Context: an optimization exercise on an open-source flow, tuned for a short achievable clock period and few clock cycles. The choices shown serve that exercise and are no tape-out recipe.
In this exercise RTL edits were held to simulation tests only and were not proved equivalent to the original.
Power and IR drop assume default switching activity.

## main
Design myCPU, start of the top module:
module myCPU (
    input wire cpu_rst,
    input wire cpu_clk,
    output wire [13:0] inst_addr,
    input  wire [31:0] inst,
    output wire [31:0] Bus_addr,
    input  wire [31:0] Bus_rdata,
    output wire        Bus_wen,
    output wire [31:0] Bus_wdata
    , 
    output wire        debug_wb_have_inst,
    output wire [31:0] debug_wb_pc,
    output             debug_wb_ena,
    output wire [ 4:0] debug_wb_reg,
    output wire [31:0] debug_wb_value
);
Size: ~10000 cells after synthesis, roughly 220 I/O pins, about 0.11 mm^2 of cells after synthesis.
export LEC_CHECK = 0
export CAP_MARGIN = 60
export CORE_MARGIN = 2
export CORE_UTILIZATION = 45
export SETUP_SLACK_MARGIN = 5
export SLEW_MARGIN = 60
export SYNTH_HIERARCHICAL = 1
create_clock -name core_clock -period 8.0 [get_ports {cpu_clk}]
run.sh (not shown) runs the stock make flow with config.mk's settings and CLKGATE_MAP_FILE= SYNTH_SCRIPT=/design/flow/synth_recipe.tcl, a recipe that flattens the netlist after the stock synthesis.
Testbench counts of main, summed over its fixed seeds: cycles 81,177.
The inputs of the feature branch differ from those of main as listed below.
--- a/flow/design.v
+++ b/flow/design.v
@@ -328,25 +328,25 @@
       f_hit  = f_hit | f_m[k];
       f_ret  = f_ret | (f_m[k] & btb_ret[k]);
       f_ctr  = f_ctr | ({2{f_m[k]}} & btb_ctr[k]);
       f_tgt  = f_tgt | ({14{f_m[k]}} & btb_tgt[k]);
     end
   end
   reg  [NL-1:0] f_lm;
   integer kk;
   always @(*) begin
     for (kk = 0; kk < NL; kk = kk + 1) f_lm[kk] = lv[kk] && (ltag[kk] == pc_b);
   end
   wire          f_lhit = |f_lm;
-  wire          f_lx = 1'b0;
+  wire          f_lx = |(f_lm & lex & ~({NL{d_valid && d_lhit}} & d_lsel));
   wire          f_ptaken = f_hit && f_ctr[1] && !f_lx;
   wire [31:0]   f_pc4;
   assign f_pc4[1:0] = pc_f[1:0];
   ks_inc #(.N(30)) u_finc (.a(pc_f[31:2]), .s(f_pc4[31:2]));
   wire [31:0]   f_btgt = f_ret ? ras : {pc_f[31:16], f_tgt, 2'b00};
   wire [31:0]   f_pnpc = f_ptaken ? f_btgt : f_pc4;
   assign inst_addr = pc_o;
   wire [6:0] f_op = inst[6:0];
   wire f_is_lui   = f_op == 7'b0110111;
   wire f_is_auipc = f_op == 7'b0010111;
   wire f_is_jal   = f_op == 7'b1101111;
   wire f_is_jalr  = f_op == 7'b1100111;
@@ -369,29 +369,28 @@
   reg  [13:0] f_tsel;
   reg         f_anyt, f_anyr, f_any4;
   integer kt;
   always @(*) begin
     f_tsel = 14'd0; f_anyt = 1'b0; f_anyr = 1'b0; f_any4 = 1'b0;
     for (kt = 0; kt < NB; kt = kt + 1) begin
       f_tsel = f_tsel | ({14{f_m[kt] & btb_ctr[kt][1] & !btb_ret[kt] & !f_lx}} & btb_tgt[kt]);
       f_anyt = f_anyt | (f_m[kt] & btb_ctr[kt][1] & !btb_ret[kt] & !f_lx);
       f_anyr = f_anyr | (f_m[kt] & btb_ctr[kt][1] & btb_ret[kt] & !f_lx);
       f_any4 = f_any4 | (f_m[kt] & (!btb_ctr[kt][1] | f_lx));
     end
   end
-  wire [15:0] f_plo = {f_tsel, 2'b00}
-                    | ({16{f_anyr}} & ras[15:0])
-                    | ({16{f_any4}} & f_pc4[15:0])
-                    | ({16{!f_hit}} & f_nohit[15:0]);
-  wire [31:0] f_pnpc2 = {f_pc4[31:16], f_plo};
+  wire [31:0] f_pnpc2 = {({16{f_anyt}} & pc_f[31:16]), f_tsel, 2'b00}
+                      | ({32{f_anyr}} & ras)
+                      | ({32{f_any4}} & f_pc4)
+                      | ({32{!f_hit}} & f_nohit);
   wire [ 4:0] d_rd  = d_inst[11:7];
   wire [ 2:0] d_f3  = d_inst[14:12];
   wire [ 4:0] d_rs1 = d_inst[19:15];
   wire [ 4:0] d_rs2 = d_inst[24:20];
   wire        d_f7b = d_inst[30];
   wire        d_is_ctl = d_is_jal | d_is_jalr | d_is_br;
   wire        d_is_mem = d_is_ld | d_is_st;
   wire        d_rfwe = ~(d_is_br | d_is_st);
   wire        d_sub = d_is_alu && d_inst[5] && d_f7b && d_f3 == 3'b000;
   wire        d_call = (d_is_jal || d_is_jalr) && d_rd != 5'd0;
   wire [31:0] d_immI = {{20{d_inst[31]}}, d_inst[31:20]};
   wire [31:0] d_immS = {{20{d_inst[31]}}, d_inst[31:25], d_inst[11:7]};
@@ -560,47 +559,41 @@
     end
   endfunction
   wire [31:0] m_merge = merge(Bus_rdata, m_sd, m_alo, m_f3[0]);
   wire [31:0] e_merge = merge(Bus_rdata, es, e_ralo, e_f3[0]);
   assign Bus_addr  = bus_addr_r;
   assign Bus_wen   = bus_wen_r;
   assign Bus_wdata = bus_wdata_r;
   wire [31:0] d_saddr;
   ks_add #(.N(32)) u_dsa (.a(d_u1), .b(d_immS), .cin(1'b0), .s(d_saddr));
   wire d_er = d_valid && !stall_d && !kd && d_is_st && !d_f3[1] && !p_1E && !p_1M &&
               !m_sbsh && !(e_live && (e_ld || e_sw || e_sbsh));
   integer i;
-  wire pc_sr = r_redir;
-  wire pc_sq = !r_redir && q_fr;
-  wire pc_sd = !r_redir && !q_fr && redir_d;
-  wire pc_sf = !r_redir && !q_fr && !redir_d && !stall_d;
-  wire pc_sh = !r_redir && !q_fr && !redir_d && stall_d;
-  wire [31:0] pc_next = ({32{pc_sr}} & r_rpc) | ({32{pc_sq}} & (e_ed ? e_tq : e_pc4))
-                      | ({32{pc_sd}} & d_rdpc) | ({32{pc_sf}} & f_pnpc2);
-  wire pc_upd = !pc_sh;
+  wire [31:0] pc_next = r_redir ? r_rpc : q_fr ? (e_ed ? e_tq : e_pc4) : redir_d ? d_rdpc : f_pnpc2;
+  wire pc_upd = r_redir || q_fr || redir_d || !stall_d;
   always @(posedge clk or posedge rst) begin
     if (rst) begin
       pc_f <= 32'd0;
     end else if (pc_upd) begin
       pc_f <= pc_next;
     end
   end
   always @(posedge clk) begin
-    pc_b <= pc_next[15:2] | ({14{pc_sh}} & pc_o);
+    pc_b <= pc_upd ? pc_next[15:2] : pc_o;
   end
   always @(posedge clk or posedge rst) begin
     if (rst) begin
       pc_o <= 14'd0;
     end else begin
-      pc_o <= pc_next[15:2] | ({14{pc_sh}} & pc_f[15:2]);
+      pc_o <= pc_upd ? pc_next[15:2] : pc_f[15:2];
     end
   end
   always @(posedge clk or posedge rst) begin
     if (rst) begin
       d_valid <= 1'b0;
     end else if (kd || redir_d) begin
       d_valid <= 1'b0;
     end else if (!stall_d) begin
       d_valid <= 1'b1;
     end
   end
   always @(posedge clk) begin
Findings:
- For the clock latency on the worst-skew pair, the feature branch came in 0.05 ns higher than main did.
- The feature branch against main: internal power contribution shows an increase of 7.7%; final critical-path setup slack shows a reduction of 0.17 ns.
- The feature branch vs. main: starting density of the core shows no meaningful change; critical path depth moved up.
- Relative to main, register-to-register path setup slack has gone down in the feature branch.
- From main to the feature branch the numbers moved as follows: switching component of the power went up; final wirelength climbed 3.5%; combinational group share of total power grew by 0.3 points; worst hold slack after final layout fell by 0.020 ns.
- Looking only at non-clock buffer count, and setting everything else aside, the higher value of main and the feature branch goes to the feature branch.
- Compared to main, the feature branch has final standard cell utilization of the core 0.94 points higher.
- Lower instance area after placement among main and the feature branch: main
- On clock tree buffer count of the final layout, main and the feature branch are neck and neck.
Testbench counts of the feature branch, summed over its fixed seeds: cycles 80,270.

* * *

Another version of the RTL of myCPU (not shown whole).
For scale: about 10,000 cells after synthesis, ~0.12 sq mm of cells after synthesis.
Settings: LEC_CHECK=0, CAP_MARGIN=20, CORE_MARGIN=2, CORE_UTILIZATION=45, SETUP_SLACK_MARGIN=5, SLEW_MARGIN=20, SYNTH_HIERARCHICAL=1; clock period 8.0 ns.
Testbench counts at the start, summed over its fixed seeds: cycles 83,222.
Rerun with:
--- a/flow/design.v
+++ b/flow/design.v
@@ -195,12 +195,13 @@
   reg  [13:0] pc_o;              
   reg  [13:0] pc_b;              
   reg         d_valid;
   reg  [31:0] d_inst;
   reg  [31:0] d_pc;
   reg  [31:0] d_pc4;
+  reg  [31:0] d_pnpc;
   reg         d_hit;
   reg         d_ptaken;
   reg         d_is_lui, d_is_auipc, d_is_jal, d_is_jalr, d_is_br, d_is_ld, d_is_st, d_is_alu;
   reg         d_use1, d_use2;
   reg         p_1E, p_2E, p_1M, p_2M, p_1W, p_2W;    
   reg  [31:1]  q_oh1, q_oh2;     
@@ -240,15 +241,12 @@
   reg         m_rfwe;
   reg         m_ld;
   reg  [ 2:0] m_f3;
   reg  [31:0] m_addr;
   reg         m_sbsh;
   reg  [31:0] m_sd;
-  reg  [ 3:0] l_b0, l_s7;
-  reg  [ 1:0] l_b1;
-  reg         l_b2, l_b3, l_sx1, l_sx23, l_sum, l_oth;
   reg         w_we;
   reg  [ 4:0] w_rd;
   reg  [31:0] w_val;
   reg  [31:1] w_sel;
   reg         o_have;
   reg  [31:0] o_pc;
@@ -384,23 +382,17 @@
       k  = a ^ b ^ x;
       co = (a & b) | ((a ^ b) & k);
       addeq = !k[0] && (k[31:1] == co[30:0]);
     end
   endfunction
   wire [1:0]  m_alo = m_addr[1:0];
-  wire [31:0] r = Bus_rdata;
-  wire        l_sgn = (l_s7[0] & r[7]) | (l_s7[1] & r[15]) | (l_s7[2] & r[23]) | (l_s7[3] & r[31]);
-  wire [31:0] m_val;
-  assign m_val[7:0]   = ({8{l_b0[0]}} & r[7:0]) | ({8{l_b0[1]}} & r[15:8]) | ({8{l_b0[2]}} & r[23:16])
-                      | ({8{l_b0[3]}} & r[31:24]) | ({8{l_sum}} & m_sum[7:0]) | ({8{l_oth}} & m_oth[7:0]);
-  assign m_val[15:8]  = ({8{l_b1[0]}} & r[15:8]) | ({8{l_b1[1]}} & r[31:24]) | {8{l_sx1 & l_sgn}}
-                      | ({8{l_sum}} & m_sum[15:8]) | ({8{l_oth}} & m_oth[15:8]);
-  assign m_val[23:16] = ({8{l_b2}} & r[23:16]) | {8{l_sx23 & l_sgn}}
-                      | ({8{l_sum}} & m_sum[23:16]) | ({8{l_oth}} & m_oth[23:16]);
-  assign m_val[31:24] = ({8{l_b3}} & r[31:24]) | {8{l_sx23 & l_sgn}}
-                      | ({8{l_sum}} & m_sum[31:24]) | ({8{l_oth}} & m_oth[31:24]);
+  wire [31:0] m_rsh = Bus_rdata >> {m_alo, 3'b000};
+  wire [31:0] m_ldv = m_f3[1] ? Bus_rdata :
+                      m_f3[0] ? {{16{~m_f3[2] & m_rsh[15]}}, m_rsh[15:0]} :
+                                {{24{~m_f3[2] & m_rsh[7]}}, m_rsh[7:0]};
+  wire [31:0] m_val = m_ld ? m_ldv : m_add ? m_sum : m_oth;
   wire e_wr = e_valid && e_rfwe && (e_rd != 5'd0);
   wire m_wr = m_valid && m_rfwe && (m_rd != 5'd0);
   wire d_1E = p_1E;
   wire d_2E = p_2E;
   wire d_1M = p_1M;
   wire d_2M = p_2M;
@@ -453,13 +445,12 @@
   wire [31:1] n_oh1 = stall_d ? s_oh1 : f_oh1;
   wire [31:1] n_oh2 = stall_d ? s_oh2 : f_oh2;
   wire d_back = d_inst[31];
   wire d_rd_seq = !d_is_ctl && d_ptaken;
   wire redir_d = d_valid && !stall_d && !r_redir && d_rd_seq;
   wire [31:0] d_rdpc = d_pc4;
-  wire [31:0] d_pnpc = pc_f;
   wire d_tok_p = addeq(d_pc, d_timm, d_pnpc);
   wire d_tok = !d_rd_seq && d_tok_p;
   wire d_nok = d_rd_seq || d_pnpc == d_pc4;
   wire d_t1 = d_is_jal || (d_is_br && !d_f3[0]);
   wire d_t0 = d_is_jal || (d_is_br && d_f3[0]);
   wire d_m1 = d_t1 ? !d_tok : !d_nok;
@@ -549,12 +540,13 @@
   end
   always @(posedge clk) begin
     if (!stall_d) begin
       d_inst     <= inst;
       d_pc       <= pc_f;
       d_pc4      <= f_pc4;
+      d_pnpc     <= f_pnpc2;
       d_hit      <= f_hit;
       d_ptaken   <= f_ptaken || f_rd_t || f_rd_r;
       d_lhit     <= f_lhit;
       d_lsel     <= f_lm;
       d_lx       <= f_lx;
       d_is_lui   <= f_is_lui;
@@ -660,24 +652,12 @@
     m_oth  <= e_oth;
     m_add  <= e_r_add;
     m_rd   <= e_rd;
     m_rfwe <= e_rfwe;
     m_ld   <= e_ld;
     m_f3   <= e_f3;
-    l_b0   <= {4{e_ld}} & (e_f3[1] ? 4'b0001 :
-                           e_f3[0] ? (e_sum[1] ? 4'b0100 : 4'b0001) :
-                                     (4'b0001 << e_sum[1:0]));
-    l_b1   <= {2{e_ld}} & (e_f3[1] ? 2'b01 : e_f3[0] ? (e_sum[1] ? 2'b10 : 2'b01) : 2'b00);
-    l_b2   <= e_ld && e_f3[1];
-    l_b3   <= e_ld && e_f3[1];
-    l_sx1  <= e_ld && !e_f3[1] && !e_f3[0];
-    l_sx23 <= e_ld && !e_f3[1];
-    l_s7   <= {4{e_ld && !e_f3[2] && !e_f3[1]}} &
-              (e_f3[0] ? (e_sum[1] ? 4'b1000 : 4'b0010) : (4'b0001 << e_sum[1:0]));
-    l_sum  <= !e_ld && e_r_add;
-    l_oth  <= !e_ld && !e_r_add;
     m_addr <= e_sum;
     m_sd   <= es;
     bus_addr_r <= m_sbsh ? m_addr : e_sum;
     bus_wdata_r <= m_sbsh ? m_merge : es;
     r_sj   <= e_jalr;
     r_st   <= e_taken;
- design area stays flat
- routed wire length went down by 1.5%
- setup slack got worse by 60 ps
- non-clock buffer count is lower by 101
- clock power stays flat
Testbench counts after the change, summed over its fixed seeds: cycles 83,222.

==> re-timing with driven ports <==
How much do the figures lean on ideal ports? The routed layouts below were timed once more, with nothing changed but the port constraints.
Step 1, drivers: a clkbuf_16 drives cpu_clk and a buf_2 each remaining input, both assumed.
Step 2 moves the port delays by t, midway between the first and last clock arrival at a register: inputs arrive t later, outputs are due t later. That takes back most of the time a late clock gives input paths.
Three values: ideal, step 1, step 2; two values: the first two.
| run | t, ns | slack for setup (ns) | worst setup path at the end |
|---|---|---|---|
| main | 1.039 | 4.800 / 4.714 / 3.692 | input to register |
| the feature branch | 1.056 | 4.634 / 4.634 / 3.759 | input to register |
| the first run of note 2 | 1.050 | 4.789 / 4.717 / 3.920 | input to register |
| the second run of note 2 | 0.979 | 4.730 / 4.730 / 3.868 | input to register |
After both steps setup and hold are still met in every run listed. The setup slack of main, which loses most, moves by -0.086 ns with the drivers and by -1.108 ns with both steps.
